This is an optimization exercise on Yosys and OpenROAD, whose aim is small area and a short achievable clock period, not a production implementation.
Only simulation tests tie the RTL to the original design; equivalence was not proved.
No activity file was given, so power comes from the tool's default toggle rates.

`design/flow/flow/run.sh`:
```
#!/bin/bash
# Standard layout (the standard.sh, unchanged synthesis and steps), with a smaller buffer
# cell on the input and output ports instead of the default delay buffer.
set -euo pipefail
cd "$(dirname "$0")/.."
export BUFFER_PORTS_ARGS="-buffer_cell sky130_fd_sc_hd__buf_2"
bash standard.sh finish > make_finish.log 2>&1
```
`design/flow/standard.sh`:
```
#!/bin/bash
# synth_recipe.tcl (not shown) runs the flow's synth.tcl, then flattens the netlist and writes it again
# the make line also repeats each setting of config.mk as NAME=value (left out here)
make -C /OpenROAD-flow-scripts/flow DESIGN_CONFIG=/design/flow/config.mk WORK_HOME=/design/flow/orfs CLKGATE_MAP_FILE= SYNTH_SCRIPT=/design/flow/synth_recipe.tcl "${@:-finish}"
```
`design/flow/config.mk`:
```
export PLATFORM = sky130hd
export DESIGN_NAME = pcie_axi_m
export DESIGN_NICKNAME = pcie_axi_m
export VERILOG_FILES = /design/flow/design.v
export SDC_FILE = /design/flow/constraint.sdc
export NUM_CORES = 4
export LEC_CHECK = 0
export CAP_MARGIN = 20
export CORE_MARGIN = 2
export CORE_UTILIZATION = 62
export CTS_CLUSTER_DIAMETER = 80
export CTS_CLUSTER_SIZE = 22
export PLACE_DENSITY = 0.72
export SETUP_SLACK_MARGIN = 3.5
export SLEW_MARGIN = 20
export SYNTH_MEMORY_MAX_BITS = 8192
```
`design/flow/constraint.sdc`:
```
create_clock -name core_clock -period 7.0 [get_ports {clk}]
set_input_delay 1.4000 -clock core_clock [delete_from_list [all_inputs] [get_ports {clk}]]
set_output_delay 1.4000 -clock core_clock [all_outputs]
set_load 0.01 [all_outputs]
```
`design/flow/design.v`:
```
module fifo_ram #(
    DATA_WIDTH              =        8,
    RAM_DEPTH               =        16
)(
    input                                                   clk,
    input                                                   r_en,
    input                   [RAM_DEPTH-1:0]                 r_sel,
    output      reg         [DATA_WIDTH - 1 : 0]            r_data,
    input                   [RAM_DEPTH-1:0]                 w_sel,
    input                   [DATA_WIDTH - 1 : 0]            w_data
);
    wire                    [DATA_WIDTH*RAM_DEPTH-1:0]      mem_flat;
    genvar g;
    generate
        for (g = 0; g < RAM_DEPTH; g = g + 1) begin : row
            reg [DATA_WIDTH-1:0] word;
            always @(posedge clk) begin
                if (w_sel[g])
                    word <= w_data;
            end
            assign mem_flat[g*DATA_WIDTH +: DATA_WIDTH] = word;
        end
    endgenerate
    reg                     [DATA_WIDTH - 1 : 0]            rd;
    integer i;
    always @* begin
        rd = {DATA_WIDTH{1'b0}};
        for (i = 0; i < RAM_DEPTH; i = i + 1)
            rd = rd | (mem_flat[i*DATA_WIDTH +: DATA_WIDTH] & {DATA_WIDTH{r_sel[i]}});
    end
    always @(posedge clk) begin
        if (r_en)
            r_data <= rd;
    end
endmodule
module syn_fifo #(
    DATA_WIDTH              =        8,
    FIFO_DEPTH              =        16,
    ADDR_WIDTH              =        4
) (
    input                                                   clk,
    input                                                   rst_n,
    input                                                   w_en,
    input                                                   k_nxt,        
    input                                                   w_match,      
    input                                                   last_we,      
    output                                                  is_full_nxt,
    input                   [DATA_WIDTH - 1 : 0]            w_data,
    input                                                   r_en,
    output                  [DATA_WIDTH - 1 : 0]            r_data,
    output      reg                                         is_empty,
    output      reg                                         is_full
);
    reg                     [ADDR_WIDTH : 0]                w_ptr;
    reg                     [ADDR_WIDTH : 0]                r_ptr;
    wire                    [ADDR_WIDTH : 0]                w_ptr_nxt = w_ptr + w_en;
    wire                    [ADDR_WIDTH : 0]                r_ptr_nxt = r_ptr + r_en;
    reg                     [FIFO_DEPTH-1:0]                w_oh;
    reg                     [FIFO_DEPTH-1:0]                r_oh;
    wire                    [FIFO_DEPTH-1:0]                w_oh_nxt = w_en ? {w_oh[FIFO_DEPTH-2:0], w_oh[FIFO_DEPTH-1]} : w_oh;
    reg                     [FIFO_DEPTH-1:0]                rowk;
    wire                    [FIFO_DEPTH-1:0]                row_we = (rowk & {FIFO_DEPTH{w_match}}) | (w_oh & {FIFO_DEPTH{last_we}});
    assign is_full_nxt = (w_ptr_nxt[ADDR_WIDTH-1:0] == r_ptr_nxt[ADDR_WIDTH-1:0]) & (w_ptr_nxt[ADDR_WIDTH] ^ r_ptr_nxt[ADDR_WIDTH]);
    always @(posedge clk) begin
        if (!rst_n) begin
            w_ptr    <= 0;
            r_ptr    <= 0;
            w_oh     <= 1;
            rowk     <= 0;
            r_oh     <= 1;
            is_full  <= 1'b0;
            is_empty <= 1'b1;
        end
        else begin
            w_ptr    <= w_ptr_nxt;
            r_ptr    <= r_ptr_nxt;
            w_oh     <= w_oh_nxt;
            rowk     <= w_oh_nxt & {FIFO_DEPTH{k_nxt}};
            if (r_en) r_oh <= {r_oh[FIFO_DEPTH-2:0], r_oh[FIFO_DEPTH-1]};
            is_full  <= is_full_nxt;
            is_empty <= (w_ptr_nxt[ADDR_WIDTH-1:0] == r_ptr_nxt[ADDR_WIDTH-1:0]) & ~(w_ptr_nxt[ADDR_WIDTH] ^ r_ptr_nxt[ADDR_WIDTH]);
        end
    end
    fifo_ram #(
        .DATA_WIDTH(DATA_WIDTH),
        .RAM_DEPTH(FIFO_DEPTH)
    ) fifo_ram_ins (
        .clk(clk),
        .r_en(r_en),
        .r_sel(r_oh),
        .r_data(r_data),
        .w_sel(row_we),
        .w_data(w_data)
    );
endmodule
module tlp_demux #(
    DOUBLE_WORD             =        32,
    HEADER_SIZE             =        4*DOUBLE_WORD,
    TLP_DATA_WIDTH          =        8*DOUBLE_WORD
) (
    input       wire                                        clk,
    input       wire                                        rst_n,
    input       wire        [TLP_DATA_WIDTH-1:0]            in_data,
    input       wire        [HEADER_SIZE-1:0]               in_hdr,
    input       wire                                        in_sop,
    input       wire                                        in_eop,
    input       wire                                        in_valid,
    output      reg                                         in_ready,
    output      reg         [HEADER_SIZE-1:0]               r_out_hdr,
    output      reg                                         r_out_sop,
    output      reg                                         r_out_valid,
    output      wire                                        in_acc,       
    output      wire                                        w_match,      
    output      wire        [HEADER_SIZE-1:0]               w_out_hdr,
    output      reg                                         w_out_sop,
    output      reg                                         w_out_eop,
    output      reg                                         w_out_valid
);
    localparam RD_FMT_TYPE = 8'b001_00000;
    localparam WR_FMT_TYPE = 8'b011_00000;
    wire islegal = (in_hdr[HEADER_SIZE-1-:8] == RD_FMT_TYPE) || (in_hdr[HEADER_SIZE-1-:8] == WR_FMT_TYPE);
    wire wr_rd   = in_hdr[HEADER_SIZE-2];
    assign in_acc = in_ready & in_valid & islegal;
    wire in_to_w = in_acc & wr_rd & ~w_out_valid;
    wire in_to_r = in_acc & ~wr_rd & ~r_out_valid;
    reg                                                     w_ep;
    reg                     [2:0]                           w_off;
    reg                     [HEADER_SIZE-1:0]               w_hdr_q;
    always @(posedge clk) begin
        if (!rst_n) begin
            in_ready    <= 1'b0;
            r_out_valid <= 1'b0;
            w_out_valid <= 1'b0;
            w_ep        <= 1'b0;
            w_off       <= 3'b0;
        end
        else begin
            in_ready    <= ~in_acc;
            r_out_valid <= in_to_r;
            w_out_valid <= in_to_w;
            if (in_to_w) begin
                w_ep  <= in_hdr[110];
                w_off <= in_hdr[4:2];
            end
        end
    end
    always @(posedge clk) begin
        w_hdr_q    <= in_hdr;
        w_out_sop  <= in_sop;
        w_out_eop  <= in_eop;
        r_out_hdr  <= in_hdr;
        r_out_sop  <= in_sop;
    end
    assign w_match = in_valid & (in_hdr[HEADER_SIZE-1-:8] == WR_FMT_TYPE) & ~in_hdr[110];
    assign w_out_hdr = {w_hdr_q[127:111], w_ep, w_hdr_q[109:5], w_off, w_hdr_q[1:0]};
endmodule
module wr_tlp_axi #(
    DOUBLE_WORD             =        32,
    HEADER_SIZE             =        4*DOUBLE_WORD,
    TLP_DATA_WIDTH          =        8*DOUBLE_WORD,
    AXI_DATA_WIDTH          =        TLP_DATA_WIDTH,
    AXI_ADDR_WIDTH          =        64,
    AXI_STRB_WIDTH          =        AXI_DATA_WIDTH/8,
    AXI_ID_WIDTH            =        8
) (
    input                                                   clk,
    input                                                   rst_n,
    input       wire        [HEADER_SIZE-1:0]               tlp_hdr,
    input       wire        [TLP_DATA_WIDTH-1:0]            in_data,      
    input       wire                                        in_acc,       
    input       wire                                        w_match,      
    input       wire        [2:0]                           w_pre_off,    
    input       wire                                        tlp_sop,
    input       wire                                        tlp_eop,
    input       wire                                        tlp_valid,
    output      reg                                         tlp_ready,
    output      wire        [AXI_ID_WIDTH-1:0]              axi_awid,
    output      reg         [AXI_ADDR_WIDTH-1:0]            axi_awaddr,
    output      reg         [7:0]                           axi_awlen,
    output      wire        [2:0]                           axi_awsize,
    output      wire        [1:0]                           axi_awburst,
    output      wire                                        axi_awlock,
    output      wire        [3:0]                           axi_awcache,
    output      wire        [2:0]                           axi_awprot,
    output      reg                                         axi_awvalid,
    input       wire                                        axi_awready,
    output      wire        [AXI_DATA_WIDTH-1:0]            axi_wdata,
    output      reg                                         axi_wvalid,
    output      reg         [AXI_STRB_WIDTH-1:0]            axi_wstrb,
    output      reg                                         axi_wlast,
    input       wire                                        axi_wready,
    output      reg                                         axi_bready,
    output                                                  tlp_error
);
    assign axi_awid    = {AXI_ID_WIDTH{1'b0}};
    assign axi_awsize  = 3'd5;
    assign axi_awburst = 2'b01;
    assign axi_awlock  = 1'b0;
    assign axi_awcache = 4'b0011;
    assign axi_awprot  = 3'b010;
    wire                                                    hdr_ep = tlp_hdr[110];
    wire                                                    effc_tlp_valid = tlp_valid & ~hdr_ep;
    assign tlp_error = hdr_ep;
    wire                                                    is_full;
    wire                                                    is_empty;
    wire                                                    w_en;
    reg                                                     r_en;
    wire                    [AXI_DATA_WIDTH-1:0]            data_to_fifo;
    reg                                                     rx_b, rx_w, rx_l;
    reg                                                     rx_nl;        
    reg                     [2:0]                           addr_offset;
    reg                     [TLP_DATA_WIDTH-1:0]            tlp_data_in;
    reg                     [HEADER_SIZE-1:0]               tlp_hdr_in;
    reg                                                     start_tx_tmp, start_tx;
    reg                                                     clr_tx;
    wire                                                    is_full_nxt;
    wire acc       = rx_b & tlp_ready & effc_tlp_valid;
    wire acc_eop   = acc & tlp_eop;
    wire last_we   = rx_l & ~is_full;
    assign w_en    = acc | last_we;
    wire rx_b_nxt  = (rx_b & ~acc_eop) | (rx_w & ~start_tx);
    wire rx_l_nxt  = (rx_b & acc_eop & (addr_offset != 3'b0)) | (rx_l & is_full);
    wire rx_w_nxt  = (rx_b & acc_eop & (addr_offset == 3'b0)) | last_we | (rx_w & start_tx);
    wire ready_nxt = (rx_b & ~acc & (tlp_ready | ~is_full)) | (rx_l & tlp_ready);
    reg                                                     k;
    wire k_nxt     = ~in_acc & rx_b_nxt & (ready_nxt | ~is_full_nxt);
    wire acc_pre   = k & w_match;
    always @(posedge clk) begin
        if (!rst_n) begin
            rx_b         <= 1'b0;
            rx_w         <= 1'b1;
            rx_l         <= 1'b0;
            rx_nl        <= 1'b1;
            start_tx_tmp <= 1'b0;
            start_tx     <= 1'b0;
            tlp_ready    <= 1'b0;
            tlp_data_in  <= {TLP_DATA_WIDTH{1'b0}};
            addr_offset  <= 3'b0;
            k            <= 1'b0;
        end
        else begin
            rx_b         <= rx_b_nxt;
            rx_w         <= rx_w_nxt;
            rx_l         <= rx_l_nxt;
            rx_nl        <= rx_b_nxt | rx_w_nxt;
            tlp_ready    <= ready_nxt;
            k            <= k_nxt;
            if (rx_b)
                addr_offset <= tlp_hdr[4:2];
            if (acc_pre)
                tlp_data_in <= in_data;
            start_tx_tmp <= ~clr_tx & (start_tx_tmp | (acc & tlp_sop));
            start_tx     <= start_tx_tmp;
        end
    end
    always @(posedge clk) begin
        if (acc & tlp_sop)
            tlp_hdr_in <= tlp_hdr;
    end
    wire [2:0]                  sh_o = rx_l ? addr_offset : w_pre_off;
    wire [TLP_DATA_WIDTH-1:0]   sh_a = rx_l ? tlp_data_in : in_data;
    wire [TLP_DATA_WIDTH-1:0]   sh_b = tlp_data_in & {TLP_DATA_WIDTH{rx_nl}};
    wire [15*DOUBLE_WORD-1:0]   sh_d  = {sh_a, sh_b[TLP_DATA_WIDTH-1:DOUBLE_WORD]};
    wire [2:0]                  sh_n  = ~sh_o;
    wire [11*DOUBLE_WORD-1:0]   sh_s1 = sh_n[2] ? sh_d[15*DOUBLE_WORD-1:4*DOUBLE_WORD] : sh_d[11*DOUBLE_WORD-1:0];
    wire [9*DOUBLE_WORD-1:0]    sh_s2 = sh_n[1] ? sh_s1[11*DOUBLE_WORD-1:2*DOUBLE_WORD] : sh_s1[9*DOUBLE_WORD-1:0];
    assign data_to_fifo               = sh_n[0] ? sh_s2[9*DOUBLE_WORD-1:DOUBLE_WORD] : sh_s2[8*DOUBLE_WORD-1:0];
    localparam IDLE_IDX      = 0;
    localparam TRANSFER_IDX  = 1;
    localparam WAITE_END_IDX = 2;
    localparam IDLE          = 3'b001;
    localparam TRANSFER      = 3'b010;
    localparam WAITE_END     = 3'b100;
    localparam START_TR      = 1'b0;
    localparam CONTINUE_TR   = 1'b1;
    reg                     [2:0]                           status;
    reg                                                     tr_status;
    reg                     [7:0]                           burst_cnt;
    reg                     [2:0]                           offset_lock;
    wire                    [9:0]                           hdr_lock_length = tlp_hdr_in[105:96] - 1'b1;
    wire                    [3:0]                           hdr_lock_last_be  = tlp_hdr_in[71:68];
    wire                    [3:0]                           hdr_lock_first_be = tlp_hdr_in[67:64];
    reg                     [1:0]                           first_be_offset;
    always @* begin
        casez (hdr_lock_first_be)
            4'b0000: first_be_offset = 2'b00;
            4'bzzz1: first_be_offset = 2'b00;
            4'bzz10: first_be_offset = 2'b01;
            4'bz100: first_be_offset = 2'b10;
            4'b1000: first_be_offset = 2'b11;
            default: first_be_offset = 2'b00;
        endcase
    end
    wire w_hs   = axi_wvalid & axi_wready;
    wire b_one  = (burst_cnt == 8'd1);
    wire b_zero = (burst_cnt == 8'd0);
    wire in_tr  = status[TRANSFER_IDX] & ~status[IDLE_IDX];
    wire in_idle = status[IDLE_IDX];
    wire w_act  = in_tr & ((tr_status == START_TR) | ~b_zero);
    always @* begin
        clr_tx = 1'b0;
        if (in_tr) begin
            if (tr_status == START_TR)
                clr_tx = b_one & w_hs;
            else
                clr_tx = b_zero;
        end
    end
    always @(posedge clk) begin
        if (!rst_n) begin
            status      <= WAITE_END;
            tr_status   <= START_TR;
            burst_cnt   <= 8'd0;
            offset_lock <= 3'd0;
            r_en        <= 1'b0;
            axi_awaddr  <= 64'd0;
            axi_awlen   <= 8'd0;
            axi_awvalid <= 1'b0;
            axi_wlast   <= 1'b0;
            axi_wvalid  <= 1'b0;
            axi_bready  <= 1'b0;
        end
        else begin
            axi_bready <= 1'b1;
            if (in_idle) begin
                axi_awaddr  <= {tlp_hdr_in[63:2], first_be_offset};
                offset_lock <= tlp_hdr_in[4:2];
                axi_awlen   <= {1'b0, hdr_lock_length[9:3]};
                burst_cnt   <= {1'b0, hdr_lock_length[9:3]} + 1'b1;
                if (start_tx) begin
                    axi_awvalid <= 1'b1;
                    status      <= TRANSFER;
                    tr_status   <= START_TR;
                end
            end
            else if (in_tr) begin
                if (axi_awready & axi_awvalid)
                    axi_awvalid <= 1'b0;
                if (w_act) begin
                    if (r_en)
                        r_en <= 1'b0;
                    else if (is_empty)
                        r_en <= 1'b0;
                    else if (!w_hs)
                        r_en <= 1'b1;
                end
                if (tr_status == START_TR) begin
                    if (b_one) begin
                        if (w_hs) begin
                            status     <= WAITE_END;
                            axi_wvalid <= 1'b0;
                            axi_wlast  <= 1'b0;
                        end
                        else begin
                            axi_wlast  <= 1'b1;
                            if (r_en) axi_wvalid <= 1'b1;
                        end
                    end
                    else begin
                        if (w_hs) begin
                            tr_status  <= CONTINUE_TR;
                            axi_wvalid <= 1'b0;
                            burst_cnt  <= burst_cnt - 1'b1;
                        end
                        else if (r_en)
                            axi_wvalid <= 1'b1;
                    end
                end
                else begin
                    if (b_zero)
                        status <= WAITE_END;
                    else begin
                        if (w_hs) begin
                            axi_wvalid <= 1'b0;
                            axi_wlast  <= (burst_cnt == 8'd2);
                            burst_cnt  <= burst_cnt - 1'b1;
                        end
                        else if (r_en)
                            axi_wvalid <= 1'b1;
                    end
                end
            end
            else if (status[WAITE_END_IDX]) begin
                status <= IDLE;
            end
        end
    end
    always @(posedge clk) begin
        if (w_act & r_en) begin
            if (tr_status == START_TR)
                axi_wstrb <= {{(AXI_STRB_WIDTH-4){1'b1}}, hdr_lock_first_be} << {offset_lock[0], 2'b00};  
            else
                axi_wstrb <= b_one ? ({hdr_lock_last_be, {(AXI_STRB_WIDTH-4){1'b1}}} >> {offset_lock[0], 2'b00})
                                   : {AXI_STRB_WIDTH{1'b1}};
        end
    end
    syn_fifo #(
        .DATA_WIDTH(TLP_DATA_WIDTH),
        .FIFO_DEPTH(16),
        .ADDR_WIDTH(4)
    ) data_fifo (
        .clk(clk),
        .rst_n(rst_n),
        .w_en(w_en),
        .k_nxt(k_nxt),
        .w_match(w_match),
        .last_we(last_we),
        .is_full_nxt(is_full_nxt),
        .w_data(data_to_fifo),
        .r_en(r_en),
        .r_data(axi_wdata),
        .is_empty(is_empty),
        .is_full(is_full)
    );
endmodule
module rd_tlp_axi #(
    DOUBLE_WORD             =        32,
    HEADER_SIZE             =        4*DOUBLE_WORD,
    TLP_DATA_WIDTH          =        8*DOUBLE_WORD,
    AXI_ID_WIDTH            =        8,
    AXI_DATA_WIDTH          =        TLP_DATA_WIDTH,
    AXI_ADDR_WIDTH          =        64,
    AXI_STRB_WIDTH          =        AXI_DATA_WIDTH/8,
    TLP_STRB_WIDTH          =        TLP_DATA_WIDTH/8
) (
    input       wire                                        clk,
    input       wire                                        rst_n,
    input       wire        [HEADER_SIZE-1:0]               req_tlp_hdr,
    input       wire                                        req_tlp_sop,
    input       wire                                        req_tlp_eop,
    input       wire                                        req_tlp_valid,
    output      reg                                         req_tlp_ready,
    output      wire        [HEADER_SIZE-1:0]               cpl_tlp_hdr,
    output      reg         [TLP_STRB_WIDTH-1:0]            cpl_tlp_strb,
    output      reg         [TLP_DATA_WIDTH-1:0]            cpl_tlp_data,
    output      reg                                         cpl_tlp_sop,
    output      reg                                         cpl_tlp_eop,
    output      reg                                         cpl_tlp_valid,
    input       wire                                        cpl_tlp_ready,
    output      wire        [AXI_ID_WIDTH-1:0]              axi_arid,
    output      reg         [AXI_ADDR_WIDTH-1:0]            axi_araddr,
    output      wire        [2:0]                           axi_arsize,
    output      reg         [7:0]                           axi_arlen,
    output      wire        [1:0]                           axi_arburst,
    output      wire        [2:0]                           axi_arprot,
    output      wire                                        axi_arlock,
    output      wire        [3:0]                           axi_arcache,
    output      reg                                         axi_arvalid,
    input       wire                                        axi_arready,
    input       wire        [AXI_DATA_WIDTH-1:0]            axi_rdata,
    input       wire        [AXI_STRB_WIDTH-1:0]            axi_rstrb,
    input       wire                                        axi_rlast,
    input       wire                                        axi_rvalid,
    output      reg                                         axi_rready,
    input       wire        [15:0]                          completer_id,
    output                                                  tlp_error
);
    reg                                                     req_tlp_ready_nxt;
    reg                     [HEADER_SIZE-1:0]               req_tlp_hdr_in,req_tlp_hdr_in_nxt;
    reg                     [HEADER_SIZE-1:0]               cpl_tlp_hdr_nxt;
    reg                     [TLP_DATA_WIDTH-1:0]            cpl_tlp_data_nxt;
    reg                     [TLP_STRB_WIDTH-1:0]            cpl_tlp_strb_nxt;
    reg                                                     cpl_tlp_sop_nxt;
    reg                                                     cpl_tlp_eop_nxt;
    reg                                                     cpl_tlp_valid_nxt;
    reg                     [AXI_ID_WIDTH-1:0]              axi_arid_nxt;
    reg                     [AXI_ADDR_WIDTH-1:0]            axi_araddr_nxt;
    reg                     [2:0]                           axi_arsize_nxt;
    reg                     [7:0]                           axi_arlen_nxt;
    reg                     [1:0]                           axi_arburst_nxt;
    reg                     [2:0]                           axi_arprot_nxt;
    reg                     [3:0]                           axi_arcache_nxt;
    reg                                                     axi_arlock_nxt;
    reg                                                     axi_arvalid_nxt;
    reg                                                     axi_rready_nxt;
    assign tlp_error = 1'b0;
    reg                                                     req_busy,req_busy_nxt;
    reg                                                     start_ar,start_ar_nxt;     
    reg                                                     busy_r,busy_r_nxt;     
    reg                                                     cpl_first,cpl_first_nxt;
    localparam RCB              = 128;  
    localparam AXI_DW_WIDTH     = AXI_DATA_WIDTH/DOUBLE_WORD;  
    localparam AXI_DW_WIDTH_LOG = $clog2(AXI_DW_WIDTH);
    wire                    [2:0]                           req_fmt;
    wire                    [4:0]                           req_type;
    wire                    [2:0]                           req_tc;
    wire                    [2:0]                           req_attr;
    wire                                                    req_ln;
    wire                                                    req_th;
    wire                                                    req_td;
    wire                                                    req_ep;
    wire                    [1:0]                           req_at;
    wire                    [10:0]                          req_length;
    wire                    [15:0]                          req_req_id;
    wire                    [9:0]                           req_tag;
    wire                    [3:0]                           req_first_be;
    wire                    [3:0]                           req_last_be;
    wire                    [63:0]                          req_addr;
    wire                    [1:0]                           req_ph;
    assign req_fmt      = req_tlp_hdr_in[127:125];
    assign req_type     = req_tlp_hdr_in[124:120];
    assign req_tc       = req_tlp_hdr_in[118:116];
    assign req_attr     = {req_tlp_hdr_in[114],req_tlp_hdr_in[109:108]};
    assign req_ln       = req_tlp_hdr_in[113];
    assign req_th       = req_tlp_hdr_in[112];
    assign req_td       = req_tlp_hdr_in[111];
    assign req_ep       = req_tlp_hdr_in[110];
    assign req_at       = req_tlp_hdr_in[107:106];
    assign req_length   = {req_tlp_hdr_in[105:96] == 10'b0, req_tlp_hdr_in[105:96]} - 1'b1;  
    assign req_req_id   = req_tlp_hdr_in[95:80];
    assign req_tag      = {req_tlp_hdr_in[119], req_tlp_hdr_in[115], req_tlp_hdr_in[79:72]};
    assign req_last_be  = req_tlp_hdr_in[71:68];
    assign req_first_be = req_tlp_hdr_in[67:64];
    assign req_addr     = {req_tlp_hdr_in[63:2], 2'b0};
    assign req_ph       = req_fmt[0] ? req_tlp_hdr_in[1:0] : req_tlp_hdr_in[33:32];
    reg                     [2:0]                           single_dword_len;
    reg                     [1:0]                           last_be_offset;
    reg                     [1:0]                           first_be_offset;
    localparam AXI_REQ_BURST_LEN = 1024*DOUBLE_WORD/AXI_DATA_WIDTH;
    localparam BURST_CNT_LOG     = $clog2(AXI_REQ_BURST_LEN)+1;
    localparam AXI_SIZE          = $clog2(AXI_DATA_WIDTH/8);
    localparam RCB_CNT_DEFAULT   = RCB/(AXI_DATA_WIDTH>>3);
    localparam CPL_CNT_LOG       = $clog2(RCB_CNT_DEFAULT);
    reg                     [BURST_CNT_LOG-1:0]             globle_tr_cnt,globle_tr_cnt_nxt;     
    reg                     [8:0]                           burst_cnt,burst_cnt_nxt;     
    reg                                                     axi_first,axi_first_nxt;
    reg                     [CPL_CNT_LOG:0]                 rcb_cnt,rcb_cnt_nxt;
    reg                     [AXI_DATA_WIDTH-1:0]            axi_rdata_in,axi_rdata_in_nxt;
    reg                     [AXI_STRB_WIDTH-1:0]            axi_rstrb_in,axi_rstrb_in_nxt;
    reg                                                     axi_rvalid_in,axi_rvalid_in_nxt;
    reg                     [2:0]                           cpl_fmt;
    reg                     [4:0]                           cpl_type;
    reg                     [2:0]                           cpl_tc;
    reg                     [9:0]                           cpl_tag;
    reg                     [2:0]                           cpl_attr;
    reg                                                     cpl_ln;
    reg                                                     cpl_th;
    reg                                                     cpl_ep;
    reg                                                     cpl_td;
    reg                     [1:0]                           cpl_at;
    reg                     [9:0]                           cpl_length;
    reg                     [15:0]                          cpl_com_id;
    reg                     [2:0]                           cpl_com_status;
    reg                                                     cpl_bcm;
    reg                     [11:0]                          cpl_byte_cnt,cpl_byte_cnt_nxt;
    reg                     [15:0]                          cpl_req_id;
    reg                     [6:0]                           cpl_lower_addr,cpl_lower_addr_q;
    reg                     [9:0]                           cpl_length_q;
    reg                     [6:0]                           ara_n;
    reg                                                     rready_n;
    wire                    [6:0]                           ara_lo   = ~ara_n;
    wire                                                    rready_i = ~rready_n;
    reg                                                     valid_n, sop_n, eop_n, arvalid_n;
    wire                                                    valid_i   = ~valid_n;
    wire                                                    sop_i     = ~sop_n;
    wire                                                    eop_i     = ~eop_n;
    wire                                                    arvalid_i = ~arvalid_n;
    wire                    [AXI_DATA_WIDTH+30:0]           sh_e  = {axi_rdata, axi_rdata_in[AXI_DATA_WIDTH-1:AXI_DATA_WIDTH-31]};
    wire                    [AXI_DATA_WIDTH+14:0]           sh_s1 = ara_n[4] ? sh_e[AXI_DATA_WIDTH+14:0] : sh_e[AXI_DATA_WIDTH+30:16];
    wire                    [AXI_DATA_WIDTH+6:0]            sh_s2 = ara_n[3] ? sh_s1[AXI_DATA_WIDTH+6:0] : sh_s1[AXI_DATA_WIDTH+14:8];
    wire                    [AXI_DATA_WIDTH+2:0]            sh_s3 = ara_n[2] ? sh_s2[AXI_DATA_WIDTH+2:0] : sh_s2[AXI_DATA_WIDTH+6:4];
    wire                    [AXI_DATA_WIDTH:0]              sh_s4 = ara_n[1] ? sh_s3[AXI_DATA_WIDTH:0] : sh_s3[AXI_DATA_WIDTH+2:2];
    wire                    [AXI_DATA_WIDTH-1:0]            axi_shift_hi = ara_n[0] ? sh_s4[AXI_DATA_WIDTH-1:0] : sh_s4[AXI_DATA_WIDTH:1];
    always @* begin
        cpl_first_nxt      = cpl_first;
        req_tlp_ready_nxt  = req_tlp_ready;
        req_busy_nxt       = req_busy;
        start_ar_nxt       = start_ar;
        req_tlp_hdr_in_nxt = req_tlp_hdr_in;
        if (!req_busy) begin
            req_tlp_ready_nxt = 1'b1;
        end
        if (req_tlp_valid & req_tlp_ready & req_tlp_sop) begin
            req_tlp_ready_nxt  = 1'b0;
            req_busy_nxt       = 1'b1;
            start_ar_nxt       = 1'b1;
            req_tlp_hdr_in_nxt = req_tlp_hdr;
        end
        casez (req_first_be)
            4'b1zz1: single_dword_len = 3'h4;
            4'b01z1: single_dword_len = 3'h3;
            4'b1z10: single_dword_len = 3'h3;
            4'b0011: single_dword_len = 3'h2;
            4'b0110: single_dword_len = 3'h2;
            4'b1100: single_dword_len = 3'h2;
            4'b0001: single_dword_len = 3'h1;
            4'b0010: single_dword_len = 3'h1;
            4'b0100: single_dword_len = 3'h1;
            4'b1000: single_dword_len = 3'h1;
            4'b0000: single_dword_len = 3'h1;
            default: single_dword_len = 3'h1;
        endcase
        casez (req_last_be)
            4'b0000: last_be_offset = 2'b00;
            4'b0001: last_be_offset = 2'b11;
            4'b001z: last_be_offset = 2'b10;
            4'b01zz: last_be_offset = 2'b01;
            4'b1zzz: last_be_offset = 2'b00;
            default: last_be_offset = 2'b00;
        endcase
        casez (req_first_be)
            4'b0000: first_be_offset = 2'b00;
            4'bzzz1: first_be_offset = 2'b00;
            4'bzz10: first_be_offset = 2'b01;
            4'bz100: first_be_offset = 2'b10;
            4'b1000: first_be_offset = 2'b11;
            default: first_be_offset = 2'b00;
        endcase
        axi_araddr_nxt  = axi_araddr;
        axi_arlen_nxt   = axi_arlen;
        axi_arvalid_nxt = arvalid_i;
        globle_tr_cnt_nxt = globle_tr_cnt;
        busy_r_nxt        = busy_r;
        axi_first_nxt     = axi_first;
        rcb_cnt_nxt       = rcb_cnt;
        if (req_busy & start_ar) begin
            start_ar_nxt = 1'b0;
            globle_tr_cnt_nxt = (req_length >> AXI_DW_WIDTH_LOG) + 1'b1;
            axi_arvalid_nxt = 1'b1;
            axi_araddr_nxt  = {req_addr[63:2], first_be_offset};  
            axi_arlen_nxt   = (req_length >> AXI_DW_WIDTH_LOG);
            axi_first_nxt = 1'b1;
            cpl_first_nxt = 1'b1;
            rcb_cnt_nxt   = ~(req_addr[7:AXI_SIZE+1])+1'b1;  
        end
        if (busy_r & axi_rlast) begin
            if ((req_busy & start_ar) | (|globle_tr_cnt)) begin
                axi_arlen_nxt = globle_tr_cnt - 1'b1;
                axi_araddr_nxt  = axi_araddr[63:AXI_SIZE] + 256*AXI_DATA_WIDTH/8;
                axi_arvalid_nxt = 1'b1;
            end
            else begin  
                busy_r_nxt = 1'b0;
            end
        end
        if (arvalid_i & axi_arready) begin
            axi_arvalid_nxt = 1'b0;
            busy_r_nxt      = 1'b1;
        end
        axi_rdata_in_nxt  = axi_rdata_in;
        axi_rstrb_in_nxt  = axi_rstrb_in;
        axi_rready_nxt    = busy_r_nxt & ((cpl_tlp_ready & valid_i) | ~valid_i);
        if (axi_rvalid & rready_i) begin
            axi_first_nxt     = 1'b0;
            axi_rready_nxt    = 1'b0;
            axi_rdata_in_nxt  = axi_rdata;
            axi_rstrb_in_nxt  = axi_rstrb;
            globle_tr_cnt_nxt = globle_tr_cnt - 1'b1;
        end
        cpl_fmt          = (|req_length) ? 3'b010 : 3'b000;  
        cpl_type         = 5'b01010;
        cpl_tc           = 3'b0;
        cpl_ln           = 1'b0;
        cpl_th           = 1'b0;
        cpl_ep           = 1'b0;
        cpl_td           = 1'b0;
        cpl_at           = 2'b0;
        cpl_tag          = req_tag;
        cpl_req_id       = req_req_id;
        cpl_com_id       = completer_id;
        cpl_com_status   = 3'b0;
        cpl_attr         = req_attr;
        cpl_byte_cnt_nxt = cpl_byte_cnt;
        cpl_bcm          = 1'b0;
        cpl_lower_addr   = cpl_lower_addr_q;
        cpl_length       = cpl_length_q;
        cpl_tlp_hdr_nxt[127:125] = cpl_fmt;
        cpl_tlp_hdr_nxt[124:120] = cpl_type;
        cpl_tlp_hdr_nxt[119]     = cpl_tag[9];
        cpl_tlp_hdr_nxt[118:116] = cpl_tc;
        cpl_tlp_hdr_nxt[115]     = cpl_tag[8];
        cpl_tlp_hdr_nxt[114]     = cpl_attr[2];
        cpl_tlp_hdr_nxt[113]     = cpl_ln;
        cpl_tlp_hdr_nxt[112]     = cpl_th;
        cpl_tlp_hdr_nxt[111]     = cpl_td;
        cpl_tlp_hdr_nxt[110]     = cpl_ep;
        cpl_tlp_hdr_nxt[109:108] = cpl_attr[1:0];
        cpl_tlp_hdr_nxt[107:106] = cpl_at;
        cpl_tlp_hdr_nxt[105:96]  = cpl_length;  
        cpl_tlp_hdr_nxt[95:80]   = cpl_com_id;
        cpl_tlp_hdr_nxt[79:77]   = cpl_com_status;
        cpl_tlp_hdr_nxt[76]      = cpl_bcm;
        cpl_tlp_hdr_nxt[75:64]   = cpl_byte_cnt_nxt;  
        cpl_tlp_hdr_nxt[63:48]   = cpl_req_id;
        cpl_tlp_hdr_nxt[47:40]   = cpl_tag;
        cpl_tlp_hdr_nxt[39]      = 1'b0;
        cpl_tlp_hdr_nxt[38:32]   = cpl_lower_addr;  
        cpl_tlp_hdr_nxt[31:0]    = 32'b0;
        cpl_tlp_data_nxt  = cpl_tlp_data;
        cpl_tlp_strb_nxt  = cpl_tlp_strb;
        cpl_tlp_valid_nxt = valid_i;
        cpl_tlp_sop_nxt   = sop_i;
        cpl_tlp_eop_nxt   = eop_i;
        if (req_busy) begin
            if (eop_i) begin
                cpl_first_nxt = 1'b0;
                rcb_cnt_nxt   = RCB_CNT_DEFAULT;
            end
            if (valid_i & cpl_tlp_ready) begin
                cpl_tlp_valid_nxt = 1'b0;
                cpl_tlp_sop_nxt   = 1'b0;
                cpl_tlp_eop_nxt   = 1'b0;
                rcb_cnt_nxt       = cpl_first ? (rcb_cnt - 1'b1) : rcb_cnt;
            end
            if (rready_i & axi_rvalid) begin
                if (axi_first) begin
                    cpl_byte_cnt_nxt = ((req_length-1'b1)<<4)+single_dword_len;  
                end
                else begin
                    cpl_tlp_valid_nxt = 1'b1;
                    if (cpl_first) begin
                        cpl_tlp_data_nxt = axi_shift_hi;
                        if (rcb_cnt == (~(req_addr[6:AXI_SIZE])+1'b1)) begin
                            cpl_tlp_sop_nxt = 1'b1;
                        end
                    end
                    else begin
                        cpl_tlp_data_nxt = axi_rdata_in;
                        if (rcb_cnt == RCB_CNT_DEFAULT) begin
                            cpl_tlp_sop_nxt = 1'b1;
                        end
                    end
                end
            end
            if (cpl_tlp_sop_nxt) begin
                if (cpl_first) begin
                    cpl_lower_addr   = ara_lo;
                    cpl_length       = ~req_addr[6:2]+1'b1;
                    cpl_byte_cnt_nxt = cpl_byte_cnt - (~ara_lo+1'b1);
                end
                else begin
                    cpl_lower_addr   = 0;
                    cpl_length       = (cpl_byte_cnt > RCB) ? (RCB>>2) : (cpl_byte_cnt>>2);
                    cpl_byte_cnt_nxt = cpl_byte_cnt - RCB;
                end
            end
            if (rcb_cnt == 1'b1) begin
                if (axi_rvalid & rready_i & ~axi_first) begin
                    cpl_tlp_eop_nxt = 1'b1;
                end
            end
            if (globle_tr_cnt == 0) begin
                if (~valid_i & ~cpl_tlp_ready) begin
                    cpl_tlp_eop_nxt   = 1'b1;
                    cpl_tlp_strb_nxt  = axi_rstrb_in;
                    cpl_tlp_data_nxt  = axi_rdata_in;
                    cpl_tlp_valid_nxt = 1'b1;
                end
            end
            if (cpl_first & cpl_tlp_eop_nxt) begin  
                cpl_tlp_strb_nxt = {TLP_STRB_WIDTH{1'b1}}>>(~ara_lo[AXI_SIZE-1:0]+1'b1);
            end
            else begin
                cpl_tlp_strb_nxt = cpl_tlp_valid_nxt ? axi_rstrb_in : cpl_tlp_strb;
            end
            req_busy_nxt = ~(~(|globle_tr_cnt)&valid_i&cpl_tlp_ready&eop_i);
        end
    end
    always @(posedge clk) begin
        if (!rst_n) begin
            req_tlp_ready  <= 0;
            req_busy       <= 0;
            start_ar       <= 1'b0;
        end
        else begin
            req_tlp_ready  <= req_tlp_ready_nxt;
            req_busy       <= req_busy_nxt;
            start_ar       <= start_ar_nxt;
        end
    end
    always @(posedge clk) begin
        req_tlp_hdr_in <= req_tlp_hdr_in_nxt;
    end
    assign axi_arid    = {AXI_ID_WIDTH{1'b0}};
    assign axi_arsize  = 3'h5;
    assign axi_arburst = 2'b1;
    assign axi_arprot  = 3'b010;
    assign axi_arlock  = 1'b0;
    assign axi_arcache = 4'b0011;
    always @(posedge clk) begin
        if (!rst_n) begin
            axi_araddr    <= 0;
            ara_n         <= 7'h7f;
            axi_arlen     <= 0;
            axi_arvalid   <= 0;
            arvalid_n     <= 1'b1;
            globle_tr_cnt <= 0;
            busy_r        <= 0;
            axi_first     <= 0;
            rcb_cnt       <= 0;
        end
        else begin
            axi_araddr    <= axi_araddr_nxt;
            ara_n         <= ~axi_araddr_nxt[6:0];
            axi_arlen     <= axi_arlen_nxt;
            axi_arvalid   <= axi_arvalid_nxt;
            arvalid_n     <= ~axi_arvalid_nxt;
            globle_tr_cnt <= globle_tr_cnt_nxt;
            busy_r        <= busy_r_nxt;
            axi_first     <= axi_first_nxt;
            rcb_cnt       <= rcb_cnt_nxt;
        end
    end
    always @(posedge clk) begin
        if (!rst_n) begin
            axi_rdata_in  <= 0;
            axi_rstrb_in  <= 0;
            axi_rready    <= 0;
            rready_n      <= 1'b1;
        end
        else begin
            axi_rdata_in  <= axi_rdata_in_nxt;
            axi_rstrb_in  <= axi_rstrb_in_nxt;
            axi_rready    <= axi_rready_nxt;
            rready_n      <= ~axi_rready_nxt;
        end
    end
    reg                     [HEADER_SIZE-1:0]               cpl_hdr_q;
    always @(posedge clk) begin
        cpl_hdr_q    <= cpl_tlp_hdr_nxt;
        cpl_tlp_data <= cpl_tlp_data_nxt;
        cpl_tlp_strb <= cpl_tlp_strb_nxt;
    end
    assign cpl_tlp_hdr = {1'b0, cpl_hdr_q[126], 1'b0, 5'b01010, cpl_hdr_q[119], 3'b0, cpl_hdr_q[115:114], 4'b0,
                          cpl_hdr_q[109:108], 2'b0, cpl_hdr_q[105:96], cpl_hdr_q[95:80], 4'b0, cpl_hdr_q[75:64],
                          cpl_hdr_q[63:40], 1'b0, cpl_hdr_q[38:32], 32'b0};
    always @(posedge clk) begin
        if (!rst_n) begin
            cpl_tlp_sop   <= 0;
            cpl_tlp_eop   <= 0;
            cpl_tlp_valid <= 0;
            valid_n       <= 1'b1;
            sop_n         <= 1'b1;
            eop_n         <= 1'b1;
            cpl_first     <= 0;
            cpl_byte_cnt  <= 0;
            cpl_lower_addr_q <= 0;
            cpl_length_q  <= 0;
        end
        else begin
            cpl_tlp_valid <= cpl_tlp_valid_nxt;
            cpl_tlp_sop   <= cpl_tlp_sop_nxt;
            cpl_tlp_eop   <= cpl_tlp_eop_nxt;
            valid_n       <= ~cpl_tlp_valid_nxt;
            sop_n         <= ~cpl_tlp_sop_nxt;
            eop_n         <= ~cpl_tlp_eop_nxt;
            cpl_first     <= cpl_first_nxt;
            cpl_byte_cnt  <= cpl_byte_cnt_nxt;
            cpl_lower_addr_q <= cpl_lower_addr;
            cpl_length_q  <= cpl_length;
        end
    end
endmodule
module pcie_axi_m #(
    PORTS                   =        2,
    DOUBLE_WORD             =        32,
    HEADER_SIZE             =        4*DOUBLE_WORD,
    TLP_DATA_WIDTH          =        8*DOUBLE_WORD,
    TLP_STRB_WIDTH          =        TLP_DATA_WIDTH/8,
    AXI_DATA_WIDTH          =        TLP_DATA_WIDTH,
    AXI_ADDR_WIDTH          =        64,
    AXI_STRB_WIDTH          =        AXI_DATA_WIDTH/8,
    AXI_ID_WIDTH            =        8,
    AXI_MAX_BURST_LEN       =        256
) (
    input                                                   clk,
    input                                                   rst_n,
    input                   [TLP_DATA_WIDTH-1:0]            req_tlp_data,
    input                   [HEADER_SIZE-1:0]               req_tlp_hdr,
    input                   [TLP_STRB_WIDTH-1:0]            req_tlp_strb,
    input                                                   req_tlp_sop,
    input                                                   req_tlp_eop,
    input                                                   req_tlp_valid,
    output                                                  req_tlp_ready,
    output                  [TLP_DATA_WIDTH-1:0]            cpl_tlp_data,
    output                  [HEADER_SIZE-1:0]               cpl_tlp_hdr,
    output                  [TLP_STRB_WIDTH-1:0]            cpl_tlp_strb,
    output                                                  cpl_tlp_sop,
    output                                                  cpl_tlp_eop,
    output                                                  cpl_tlp_valid,
    input                                                   cpl_tlp_ready,
    output                  [AXI_ID_WIDTH-1:0]              axi_awid,
    output                  [AXI_ADDR_WIDTH-1:0]            axi_awaddr,
    output                  [7:0]                           axi_awlen,
    output                  [2:0]                           axi_awsize,
    output                  [1:0]                           axi_awburst,
    output                  [2:0]                           axi_awprot,
    output                  [3:0]                           axi_awcache,
    output                                                  axi_awlock,
    output                                                  axi_awvalid,
    input                                                   axi_awready,
    output                  [AXI_DATA_WIDTH-1:0]            axi_wdata,
    output                  [AXI_STRB_WIDTH-1:0]            axi_wstrb,
    output                                                  axi_wlast,
    output                                                  axi_wvalid,
    input                                                   axi_wready,
    input                   [AXI_ID_WIDTH-1:0]              axi_bid,
    input                   [1:0]                           axi_bresp,
    input                                                   axi_bvalid,
    output                                                  axi_bready,
    output                  [AXI_ID_WIDTH-1:0]              axi_arid,
    output                  [AXI_ADDR_WIDTH-1:0]            axi_araddr,
    output                  [7:0]                           axi_arlen,
    output                  [2:0]                           axi_arsize,
    output                  [1:0]                           axi_arburst,
    output                  [3:0]                           axi_arcache,
    output                                                  axi_arlock,
    output                  [2:0]                           axi_arprot,
    output                                                  axi_arvalid,
    input                                                   axi_arready,
    input                   [AXI_DATA_WIDTH-1:0]            axi_rdata,
    input                   [AXI_STRB_WIDTH-1:0]            axi_rstrb,
    input                                                   axi_rlast,
    input                                                   axi_rvalid,
    output                                                  axi_rready,
    input                                                   demux_en,
    input                 [15:0]                            completer_id,
    output                                                  tlp_error
);
    wire                    [HEADER_SIZE-1:0]               w_out_hdr;
    wire                                                    in_acc;
    wire                                                    w_match;
    wire                                                    w_out_sop;
    wire                                                    w_out_eop;
    wire                                                    w_out_valid;
    wire                                                    w_out_ready;
    wire                    [HEADER_SIZE-1:0]               r_out_hdr;
    wire                                                    r_out_sop;
    wire                                                    r_out_valid;
    wire                                                    r_out_ready;
    wire                                                    w_tlp_error;
    wire                                                    r_tlp_error;
    assign tlp_error = w_tlp_error | r_tlp_error;
    tlp_demux #(
        .DOUBLE_WORD(DOUBLE_WORD),
        .HEADER_SIZE(HEADER_SIZE),
        .TLP_DATA_WIDTH(TLP_DATA_WIDTH)
    ) tlp_demux_ins (
        .clk(clk),
        .rst_n(rst_n),
        .in_data(req_tlp_data),
        .in_hdr(req_tlp_hdr),
        .in_sop(req_tlp_sop),
        .in_eop(req_tlp_eop),
        .in_valid(req_tlp_valid),
        .in_ready(req_tlp_ready),
        .r_out_hdr(r_out_hdr),
        .r_out_sop(r_out_sop),
        .r_out_valid(r_out_valid),
        .in_acc(in_acc),
        .w_match(w_match),
        .w_out_hdr(w_out_hdr),
        .w_out_sop(w_out_sop),
        .w_out_eop(w_out_eop),
        .w_out_valid(w_out_valid)
    );
    wr_tlp_axi #(
        .DOUBLE_WORD(DOUBLE_WORD),
        .HEADER_SIZE(HEADER_SIZE),
        .TLP_DATA_WIDTH(TLP_DATA_WIDTH),
        .AXI_DATA_WIDTH(AXI_DATA_WIDTH),
        .AXI_ADDR_WIDTH(AXI_ADDR_WIDTH),
        .AXI_STRB_WIDTH(AXI_STRB_WIDTH),
        .AXI_ID_WIDTH(AXI_ID_WIDTH)
    ) wr_tlp_axi_ins (
        .clk(clk),
        .rst_n(rst_n),
        .tlp_hdr(w_out_hdr),
        .in_data(req_tlp_data),
        .in_acc(in_acc),
        .w_match(w_match),
        .w_pre_off(req_tlp_hdr[4:2]),
        .tlp_sop(w_out_sop),
        .tlp_eop(w_out_eop),
        .tlp_valid(w_out_valid),
        .tlp_ready(w_out_ready),
        .axi_awid(axi_awid),
        .axi_awaddr(axi_awaddr),
        .axi_awlen(axi_awlen),
        .axi_awsize(axi_awsize),
        .axi_awburst(axi_awburst),
        .axi_awlock(axi_awlock),
        .axi_awcache(axi_awcache),
        .axi_awprot(axi_awprot),
        .axi_awvalid(axi_awvalid),
        .axi_awready(axi_awready),
        .axi_wdata(axi_wdata),
        .axi_wvalid(axi_wvalid),
        .axi_wstrb(axi_wstrb),
        .axi_wlast(axi_wlast),
        .axi_wready(axi_wready),
        .axi_bready(axi_bready),
        .tlp_error(w_tlp_error)
    );
    rd_tlp_axi #(
        .DOUBLE_WORD(DOUBLE_WORD),
        .HEADER_SIZE(HEADER_SIZE),
        .TLP_DATA_WIDTH(TLP_DATA_WIDTH),
        .AXI_ID_WIDTH(AXI_ID_WIDTH),
        .AXI_DATA_WIDTH(AXI_DATA_WIDTH),
        .AXI_ADDR_WIDTH(AXI_ADDR_WIDTH),
        .AXI_STRB_WIDTH(AXI_STRB_WIDTH),
        .TLP_STRB_WIDTH(TLP_STRB_WIDTH)
    ) rd_tlp_axi_ins (
        .clk(clk),
        .rst_n(rst_n),
        .req_tlp_hdr(r_out_hdr),
        .req_tlp_sop(r_out_sop),
        .req_tlp_eop(1'b0),
        .req_tlp_valid(r_out_valid),
        .req_tlp_ready(r_out_ready),
        .cpl_tlp_hdr(cpl_tlp_hdr),
        .cpl_tlp_strb(cpl_tlp_strb),
        .cpl_tlp_data(cpl_tlp_data),
        .cpl_tlp_sop(cpl_tlp_sop),
        .cpl_tlp_eop(cpl_tlp_eop),
        .cpl_tlp_valid(cpl_tlp_valid),
        .cpl_tlp_ready(cpl_tlp_ready),
        .axi_arid(axi_arid),
        .axi_araddr(axi_araddr),
        .axi_arsize(axi_arsize),
        .axi_arlen(axi_arlen),
        .axi_arburst(axi_arburst),
        .axi_arprot(axi_arprot),
        .axi_arlock(axi_arlock),
        .axi_arcache(axi_arcache),
        .axi_arvalid(axi_arvalid),
        .axi_arready(axi_arready),
        .axi_rdata(axi_rdata),
        .axi_rstrb(axi_rstrb),
        .axi_rlast(axi_rlast),
        .axi_rvalid(axi_rvalid),
        .axi_rready(axi_rready),
        .completer_id(completer_id),
        .tlp_error(r_tlp_error)
    );
endmodule
```
==> out/metrics.csv, run 1 <==
metric,value,unit
grt_max_degree,188,
synth_top_flop_cell,edfxtp_1,
die_width,618,um
cts_made_buffers,320,
hold_buffers,0,
cp_max_fo,52,
cp-start-kind,input pin,
timing.fmax,273,MHz
critPathKind,in -> reg,
grt_usage,0.453,
dr.pass1.iters,11,
dr.first_iter.drc_count,27500,
hold_slack,0.345,ns
fin_setup_tns,0,ns
worstReg2RegEnd,wr_tlp_axi_ins.data_fifo.fifo_ram_ins.r_data[3]$_DFFE_PP_,
setup_violations,0,
die-area,382000,sq um
vias,163000,
maxSlewHeadroom,0.188,
avgRoutedWirePerCell,39.4,um
port_buffers,1477,
worstMarginPinSlew,1.22,ns
leakage,88.1,nW
status,finished with violations,
cp_num_buf_inv,2,
grt_pass1_wl,1190000,um
die_h,618,um
min_path_cells,0,
clock_latency,1.00,ns
clkTransAtPathRegs,0.09,ns
gp_congestion,1.04,
r2r-start,wr_tlp_axi_ins.data_fifo.r_oh[0]$_SDFFE_PN1P_,
min_from,rd_tlp_axi_ins.req_tlp_hdr_in[109]$_DFFE_PP_,
holdPathEnd,rd_tlp_axi_ins.cpl_hdr_q[109]$_DFF_P_,
drive_above_1_share,0.175,
violations,antenna rules,
gr-total-overflow,0,
core,376000,sq um
path_cells,buf_2 > mux2_8 > buf_16 > mux2i_2 > mux2i_2,
yosysSeqAreaShare,0.709,
clockRootBuffer,clkbuf_16,
total_power,62.2,mW
cp_top_family,multiplexers,
start_util,0.623,
syn2layout_area_growth,11.3,%
nNetsFinal,17800,
synth.distinct_cells,84,
yosysWarnings,5,
drv_slew,0,
cp.arrival,4.26,ns
reg2regPathDepth,5,
antenna_found_initial,298,
io_pins,1644,
power.density,239,nW/um^2
synthArstFlopShare,0,
grt_pass1_vias,145000,
final.min_clock_period,3.66,ns
clock_path_buffers,4,
fin_skew,0.0538,ns
route.detailed.vias_per_inst,7.20,
critPathMaxStageDelay,0.96,ns
peakVddDrop,0.202,mV
finalCritPeriodShare,0.523,
ant_nets,1,
clock_sinks,5872,
rsz0062_at_grt,no,
h-tree-depth,5,
drt_wl_total,889000,um
synth_area,234000,sq um
worstSetupEndpointType,flop,
placed_area,248000,sq um
cpMostUsedCell,mux2i_2,
drv_cap,0,
hp-class,reg -> reg,
stdcell_area,261000,sq um
synth_edf_count,4841,
slowest_stage,mux2i_2,
dp_hpwl,568000,um
avgSynthCellArea,14.6,sq um
syn_inst,16000,
drc,0,
rows,225,
cts_tree,built,
ys_ff_latch,5872,
hold_violations,0,
required,7.60,ns
ff2ff_setup_slack,3.41,ns
[final cells by class]
type	count	area (sq um)
well taps	4994	6250
clock buffers	481	8850
diodes	301	753
flip-flops and latches	5872	166000
inverters	60	244
fillers	25700	115000
repair buffers	1959	13000
multi-input cells	8854	64500
clock inverters	55	877
[power by group]
part | switching, mW | total (mW) | internal [mW]
sequential | 0.0864 | 38.1 | 38.0
combinational | 2.42 | 3.30 | 0.883
clock | 11.5 | 20.8 | 9.30
[registers in the layout, indices dropped and copies added, names as in the netlist, 75 cells and up]
| signal | flops |
|---|---|
| rd_tlp_axi_ins.axi_rdata_in | 256 |
| rd_tlp_axi_ins.cpl_hdr_q | 75 |
| rd_tlp_axi_ins.cpl_tlp_data | 256 |
| rd_tlp_axi_ins.req_tlp_hdr_in | 105 |
| tlp_demux_ins.r_out_hdr | 109 |
| wr_tlp_axi_ins.data_fifo.fifo_ram_ins.r_data | 256 |
| wr_tlp_axi_ins.data_fifo.fifo_ram_ins.row.word | 4096 |
| wr_tlp_axi_ins.tlp_data_in | 256 |
| wr_tlp_axi_ins.tlp_hdr_in | 80 |
[cells in the final DEF, fill, tap and decap left out, drive strengths merged, types with 84 or more instances in the layout]
cell and n:
and2 87, mux2i 801, conb 112, edfxtp 4841
buf 1954, inv 84, mux4 358, dfxtp 1031
nand2 2119, nand3 175, o21ai 231, a211oi 173
a221oi 1034, a22o 1317, o22ai 290, a21oi 785
clkbuf 483, nand4 273, nor2 579, diode 301
[cells by family (layout without fill, tap and decap cells)]
family,count (synthesis),count (layout),share of synthesized area
adders and majority gates,34,34,0.00185
other,2,413,0.0000321
AOI/OAI and AO/OA,4012,4016,0.129
xor gates and xnor gates,103,103,0.00385
buffers and inverters,1400,2555,0.0248
DFF,5872,5872,0.709
muxes,1172,1175,0.0694
and+or+nand+nor,3412,3414,0.0616
[per-stage QoR]
| stage | worst slack (ns) | instances | utilization |
|---|---|---|---|
| after floorplan | 2.65 | 16100 | - |
| after global routing | 3.48 | 22400 | 0.692 |
| after CTS | 3.21 | 22200 | 0.690 |
| final | 3.34 | 22600 | 0.694 |
| after detailed placement | 1.72 | 21700 | 0.661 |
| after global placement | 1.76 | 21700 | 0.660 |
[worst register-to-register path, delay by kind of cell (launching register included)]
kind / cells / cell delay (ns)
and+or+nand+nor: 1 / 0.45
DFF: 1 / 0.93
buffers and inverters: 2 / 1.61
AOI/OAI and AO/OA: 2 / 0.35
[routing by layer]
metal  wire, um  track usage  vias up  share of wire
li1           -            -    65400              -
met1     300000        0.593    81400           0.34
met2     386000        0.652    13300           0.43
met3     124000        0.130     2359           0.14
met4      78200        0.329      102          0.088
met5       1150            0        -         0.0013
[synthesized netlist by cell type, drive strengths merged (29+ instances only)]
master	instances	share of area
nand4	273	0.0073
xnor2	53	0.0020
ha	33	0.0018
nand3	175	0.0037
nor3	55	0.0012
mux2i	801	0.034
buf	365	0.0082
inv	57	0.00091
a21oi	784	0.017
xor2	50	0.0019
and3	29	0.00078
o21ai	231	0.0049
mux4	358	0.034
o22ai	290	0.0078
a221oi	1034	0.039
a31oi	51	0.0014
edfxtp	4841	0.62
a211oi	173	0.0055
clkbuf	975	0.016
dfxtp	1031	0.088
nand2	2118	0.034
nor2	579	0.0093
and2	87	0.0023
a22o	1314	0.049
[how the worst max path moves through the flow]
| stage | slack (ns) | to | cells after the start | startpoint |
|---|---|---|---|---|
| global route | 3.48 | rd_tlp_axi_ins.cpl_tlp_data[100]$_DFFE_PP_ | 8 | axi_rvalid |
| CTS | 3.21 | flop | 7 | wr_tlp_axi_ins.rx_l$_SDFF_PN0_ |
| detailed placement | 1.72 | flop | 7 | req_tlp_hdr[4] |
| finish | 3.34 | flop | 5 | req_tlp_hdr[3] |
| floorplan | 2.65 | flop | 5 | req_tlp_hdr[122] |
| global placement | 1.76 | flop | 6 | req_tlp_hdr[4] |
[timing repair]
action,in CTS,in global routing
pin swaps,4,7
resized for setup,190,63
setup endpoints to repair,5401,2927
gates cloned,10,5
endpoints found under the hold margin,0,0
setup buffers,10,25
==> run 2, diff against run 1 <==
--- a/design/flow/design.v
+++ b/design/flow/design.v
@@ -43,5 +43,3 @@
     input                                                   w_en,
-    input                                                   k_nxt,        
-    input                                                   w_match,      
-    input                                                   last_we,      
+    input                                                   we_nxt,       
     output                                                  is_full_nxt,
@@ -60,4 +58,3 @@
     wire                    [FIFO_DEPTH-1:0]                w_oh_nxt = w_en ? {w_oh[FIFO_DEPTH-2:0], w_oh[FIFO_DEPTH-1]} : w_oh;
-    reg                     [FIFO_DEPTH-1:0]                rowk;
-    wire                    [FIFO_DEPTH-1:0]                row_we = (rowk & {FIFO_DEPTH{w_match}}) | (w_oh & {FIFO_DEPTH{last_we}});
+    reg                     [FIFO_DEPTH-1:0]                row_we;
     assign is_full_nxt = (w_ptr_nxt[ADDR_WIDTH-1:0] == r_ptr_nxt[ADDR_WIDTH-1:0]) & (w_ptr_nxt[ADDR_WIDTH] ^ r_ptr_nxt[ADDR_WIDTH]);
@@ -68,3 +65,3 @@
             w_oh     <= 1;
-            rowk     <= 0;
+            row_we   <= 0;
             r_oh     <= 1;
@@ -77,3 +74,3 @@
             w_oh     <= w_oh_nxt;
-            rowk     <= w_oh_nxt & {FIFO_DEPTH{k_nxt}};
+            row_we   <= w_oh_nxt & {FIFO_DEPTH{we_nxt}};
             if (r_en) r_oh <= {r_oh[FIFO_DEPTH-2:0], r_oh[FIFO_DEPTH-1]};
@@ -111,4 +108,4 @@
     output      reg                                         r_out_valid,
-    output      wire                                        in_acc,       
-    output      wire                                        w_match,      
+    output      reg         [TLP_DATA_WIDTH-1:0]            w_out_data,
+    output      wire                                        w_take,       
     output      wire        [HEADER_SIZE-1:0]               w_out_hdr,
@@ -122,3 +119,3 @@
     wire wr_rd   = in_hdr[HEADER_SIZE-2];
-    assign in_acc = in_ready & in_valid & islegal;
+    wire in_acc  = in_ready & in_valid & islegal;
     wire in_to_w = in_acc & wr_rd & ~w_out_valid;
@@ -147,2 +144,3 @@
     always @(posedge clk) begin
+        w_out_data <= in_data;
         w_hdr_q    <= in_hdr;
@@ -153,3 +151,3 @@
     end
-    assign w_match = in_valid & (in_hdr[HEADER_SIZE-1-:8] == WR_FMT_TYPE) & ~in_hdr[110];
+    assign w_take = in_to_w & ~in_hdr[110];
     assign w_out_hdr = {w_hdr_q[127:111], w_ep, w_hdr_q[109:5], w_off, w_hdr_q[1:0]};
@@ -168,6 +166,5 @@
     input       wire        [HEADER_SIZE-1:0]               tlp_hdr,
-    input       wire        [TLP_DATA_WIDTH-1:0]            in_data,      
-    input       wire                                        in_acc,       
-    input       wire                                        w_match,      
-    input       wire        [2:0]                           w_pre_off,    
+    input       wire        [TLP_DATA_WIDTH-1:0]            tlp_data,
+    input       wire        [2:0]                           in_off,       
+    input       wire                                        w_take,       
     input       wire                                        tlp_sop,
@@ -215,3 +212,2 @@
     reg                                                     clr_tx;
-    wire                                                    is_full_nxt;
     wire acc       = rx_b & tlp_ready & effc_tlp_valid;
@@ -224,5 +220,7 @@
     wire ready_nxt = (rx_b & ~acc & (tlp_ready | ~is_full)) | (rx_l & tlp_ready);
-    reg                                                     k;
-    wire k_nxt     = ~in_acc & rx_b_nxt & (ready_nxt | ~is_full_nxt);
-    wire acc_pre   = k & w_match;
+    wire [2:0] addr_offset_nxt = rx_b ? tlp_hdr[4:2] : addr_offset;
+    wire                                                    is_full_nxt;
+    wire we_nxt    = (rx_b_nxt & ready_nxt & w_take) | (rx_l_nxt & ~is_full_nxt);
+    reg                     [2:0]                           sh_n;
+    wire                    [2:0]                           sh_o_nxt = rx_l_nxt ? addr_offset_nxt : in_off;
     always @(posedge clk) begin
@@ -238,3 +236,2 @@
             addr_offset  <= 3'b0;
-            k            <= 1'b0;
         end
@@ -246,7 +243,5 @@
             tlp_ready    <= ready_nxt;
-            k            <= k_nxt;
-            if (rx_b)
-                addr_offset <= tlp_hdr[4:2];
-            if (acc_pre)
-                tlp_data_in <= in_data;
+            addr_offset  <= addr_offset_nxt;
+            if (acc)
+                tlp_data_in <= tlp_data;
             start_tx_tmp <= ~clr_tx & (start_tx_tmp | (acc & tlp_sop));
@@ -258,8 +253,7 @@
             tlp_hdr_in <= tlp_hdr;
+        sh_n   <= ~sh_o_nxt;
     end
-    wire [2:0]                  sh_o = rx_l ? addr_offset : w_pre_off;
-    wire [TLP_DATA_WIDTH-1:0]   sh_a = rx_l ? tlp_data_in : in_data;
+    wire [TLP_DATA_WIDTH-1:0]   sh_a = rx_l ? tlp_data_in : tlp_data;
     wire [TLP_DATA_WIDTH-1:0]   sh_b = tlp_data_in & {TLP_DATA_WIDTH{rx_nl}};
     wire [15*DOUBLE_WORD-1:0]   sh_d  = {sh_a, sh_b[TLP_DATA_WIDTH-1:DOUBLE_WORD]};
-    wire [2:0]                  sh_n  = ~sh_o;
     wire [11*DOUBLE_WORD-1:0]   sh_s1 = sh_n[2] ? sh_d[15*DOUBLE_WORD-1:4*DOUBLE_WORD] : sh_d[11*DOUBLE_WORD-1:0];
@@ -404,5 +398,3 @@
         .w_en(w_en),
-        .k_nxt(k_nxt),
-        .w_match(w_match),
-        .last_we(last_we),
+        .we_nxt(we_nxt),
         .is_full_nxt(is_full_nxt),
@@ -920,4 +912,4 @@
     wire                    [HEADER_SIZE-1:0]               w_out_hdr;
-    wire                                                    in_acc;
-    wire                                                    w_match;
+    wire                    [TLP_DATA_WIDTH-1:0]            w_out_data;
+    wire                                                    w_take;
     wire                                                    w_out_sop;
@@ -949,4 +941,4 @@
         .r_out_valid(r_out_valid),
-        .in_acc(in_acc),
-        .w_match(w_match),
+        .w_out_data(w_out_data),
+        .w_take(w_take),
         .w_out_hdr(w_out_hdr),
@@ -968,6 +960,5 @@
         .tlp_hdr(w_out_hdr),
-        .in_data(req_tlp_data),
-        .in_acc(in_acc),
-        .w_match(w_match),
-        .w_pre_off(req_tlp_hdr[4:2]),
+        .tlp_data(w_out_data),
+        .in_off(req_tlp_hdr[4:2]),
+        .w_take(w_take),
         .tlp_sop(w_out_sop),
--- a/design/flow/config.mk
+++ b/design/flow/config.mk
@@ -13,3 +13,3 @@
 export PLACE_DENSITY = 0.72
-export SETUP_SLACK_MARGIN = 3.5
+export SETUP_SLACK_MARGIN = 3.6
 export SLEW_MARGIN = 20
==> out/metrics.csv, run 2 <==
metric,value,unit,change
drv_cap,0,,unchanged
hold_buffers,0,,unchanged
drv_slew,0,,unchanged
top_register,wr_tlp_axi_ins.data_fifo.fifo_ram_ins.row.word,,unchanged
final.min_clock_period,3.59,ns,was 3.66 ns
placed_area,252000,sq um,was 248000 sq um
rsz0062_at_grt,yes,,was no
critPathMaxStageDelay,1.04,ns,was 0.96 ns
synthTopCellsByArea,"edfxtp_1 (61%), dfxtp_1 (11%), a221oi_1 (4.6%), a22o_1 (3.9%), nand2_1 (3.7%)",,"was edfxtp_1 (62%), dfxtp_1 (8.8%), a22o_1 (4.9%), a221oi_1 (3.9%), mux4_2 (3.4%)"
nNetsFinal,17900,,was 17800
dr.pass1.iters,9,,was 11
die_width,625,um,was 618 um
hp-class,reg -> reg,,unchanged
final_common_cell,edfxtp_1,,unchanged
worstSetupEndpointType,flop,,unchanged
total_power,64.1,mW,was 62.2 mW
cp.arrival,4.24,ns,was 4.26 ns
gr-total-overflow,0,,unchanged
required,7.65,ns,was 7.60 ns
synth_top_family_by_area,compound AO/OA/AOI/OAI gates,,unchanged
dp_slack,2.93,ns,was 1.72 ns
synth.distinct_cells,78,,was 84
final_util,0.685,,was 0.694
drc,0,,unchanged
avgSynthCellArea,14.8,sq um,was 14.6 sq um
syn2layout_area_growth,10.1,%,was 11.3%
yosysWarnings,5,,unchanged
clock_latency,1.02,ns,was 1.00 ns
yosysSeqAreaShare,0.715,,was 0.709
gp_congestion,1.02,,was 1.04
clock_sinks,6130,,was 5872
ff2ff_setup_slack,3.41,ns,about the same
dr.first_iter.drc_count,28900,,was 27500
hold_violations,0,,unchanged
finalNonFillerCells,22700,,was 22600
status,"complete, no violations",,was finished with violations
ant_nets,0,,was 1
stdcell_area,264000,sq um,was 261000 sq um
worstMarginPinSlew,1.32,ns,was 1.22 ns
leakage,89.0,nW,was 88.1 nW
port_buffers,1477,,unchanged
cp_top_family,multiplexers,,unchanged
hold_slack,0.338,ns,was 0.345 ns
cp_num_buf_inv,1,,was 2
dp_hpwl,580000,um,was 568000 um
fill_cells,26300,,was 25700
path_cells,buf_4 > o21ai_0 > mux2i_1 > mux2i_2,,was buf_2 > mux2_8 > buf_16 > mux2i_2 > mux2i_2
h-tree-depth,5,,unchanged
synth-simple-area-share,0.0584,,was 0.0616
timing.fmax,279,MHz,was 273 MHz
finalCritPeriodShare,0.513,,was 0.523
clockRootBuffer,clkbuf_16,,unchanged
synthAdderAreaFrac,0.00181,,was 0.00185
grt_max_degree,181,,was 188
synth_compound_area_frac,0.125,,was 0.129
synth_edf_count,4841,,unchanged
antenna_found_initial,295,,was 298
cp-start-kind,flop,,was input pin
route.detailed.vias_per_inst,7.22,,was 7.20
min_from,rd_tlp_axi_ins.cpl_length_q[8]$_SDFFE_PN0P_,,was rd_tlp_axi_ins.req_tlp_hdr_in[109]$_DFFE_PP_
yosys-top-cells-count,"edfxtp_1 (4841), nand2_1 (2378), dfxtp_1 (1289), a221oi_1 (1247), a22o_1 (1056)",,"was edfxtp_1 (4841), nand2_1 (2118), a22o_1 (1314), a221oi_1 (1033), dfxtp_1 (1031)"
grt_usage,0.447,,was 0.453
holdPathEnd,rd_tlp_axi_ins.cpl_hdr_q[104]$_DFF_P_,,was rd_tlp_axi_ins.cpl_hdr_q[109]$_DFF_P_
synthArstFlopShare,0,,unchanged
cts_tree,built,,unchanged
ys_ff_latch,6130,,was 5872
yosys.area.top_type,edfxtp_1,,unchanged
r2r-start,wr_tlp_axi_ins.sh_n[2]$_DFF_P_,,was wr_tlp_axi_ins.data_fifo.r_oh[0]$_SDFFE_PN1P_
start_util,0.622,,was 0.623
peakVddDrop,0.223,mV,was 0.202 mV
rows,228,,was 225
run 2: what timing repair did:
action,in CTS,in global routing
gates resized for setup,61,49
pin swaps,2,3
setup buffers,1,5
gates cloned,3,2
setup endpoints to repair,1695,1070
run 2: worst reg2reg max path, stage by stage (launching register included):
cell     delay [ns]
dfxtp_4        0.54
buf_4          0.43
o21ai_0        1.04
mux2i_1        0.32
mux2i_2        0.93
run 2: area by class of cell:
type                            instances  area (sq um)  area share
Multi-Input combinational cell       8764         63800       0.242
Timing Repair Buffer                 1840         11200      0.0425
Tap cell                             5060          6330      0.0240
Clock buffer                          479          8880      0.0337
Sequential cell                      6130        171000       0.650
Inverter                               56           225    0.000855
Clock inverter                         61           971     0.00368
Antenna cell                          303           758     0.00288
run 2: cell families (layout without fill, tap and decap cells):
family,count (synthesis),after routing
AO/OA/AOI/OAI,3984,3986
adder cells (fa/ha/maj),34,34
multiplexers,1209,1209
flip-flops,6130,6130
XOR/XNOR,98,98
AND/OR/NAND/NOR,3324,3325
buffers and inverters,1390,2436
other,2,415
run 2: per-layer routing:
| layer | wire (um) | vias up | part of all wire | GRT usage |
|---|---|---|---|---|
| met5 | 359 | - | 0.00040 | 0 |
| met4 | 78600 | 58 | 0.088 | 0.320 |
| met3 | 120000 | 2364 | 0.13 | 0.105 |
| met2 | 389000 | 13800 | 0.43 | 0.645 |
| met1 | 309000 | 81700 | 0.34 | 0.603 |
| li1 | - | 65800 | - | - |
run 2: how the worst max path moves through the flow:
stage	startpoint	end	slack [ns]	depth (start not counted)
final	wr_tlp_axi_ins.sh_n[2]$_DFF_P_	flop	3.41	4
after global routing	wr_tlp_axi_ins.rx_nl$_SDFF_PN1_	flop	3.46	4
after CTS	wr_tlp_axi_ins.sh_n[2]$_DFF_P_	flop	3.37	6
after detailed placement	axi_rvalid	rd_tlp_axi_ins.cpl_byte_cnt[2]$_SDFFE_PN0P_	2.93	7
after global placement	axi_rvalid	rd_tlp_axi_ins.cpl_tlp_strb[15]$_DFFE_PP_	2.96	5
after floorplan	wr_tlp_axi_ins.r_en$_SDFFE_PN0P_	wr_tlp_axi_ins.data_fifo.row_we[11]$_SDFF_PN0_	3.12	9
run 2: report_power, final:
group | switching [mW] | internal [mW] | total [mW]
Clock | 11.9 | 9.26 | 21.1
Combinational | 2.37 | 0.864 | 3.23
Sequential | 0.214 | 39.6 | 39.8
Total | 14.4 | 49.7 | 64.1

## static timing again, ports no longer ideal
The flow's constraints put no driver on any port. The routed layouts listed below were extracted and timed again, unchanged, in two steps. Step 1: set_driving_cell puts a clkbuf_16 on clk and a buf_2 on each other input, an assumption about the parent block. Step 2 also shifts input and output timing later by t, the mid clock arrival at the registers, as if the neighbouring blocks saw the same clock. a / b / c = no drivers / after step 1 / after step 2; a / b = the first two.
run | t (ns) | slack for setup (ns)
run 1 | 1.115 | 3.341 / 3.137 / 2.022
run 2 | 1.123 | 3.412 / 3.412 / 2.699
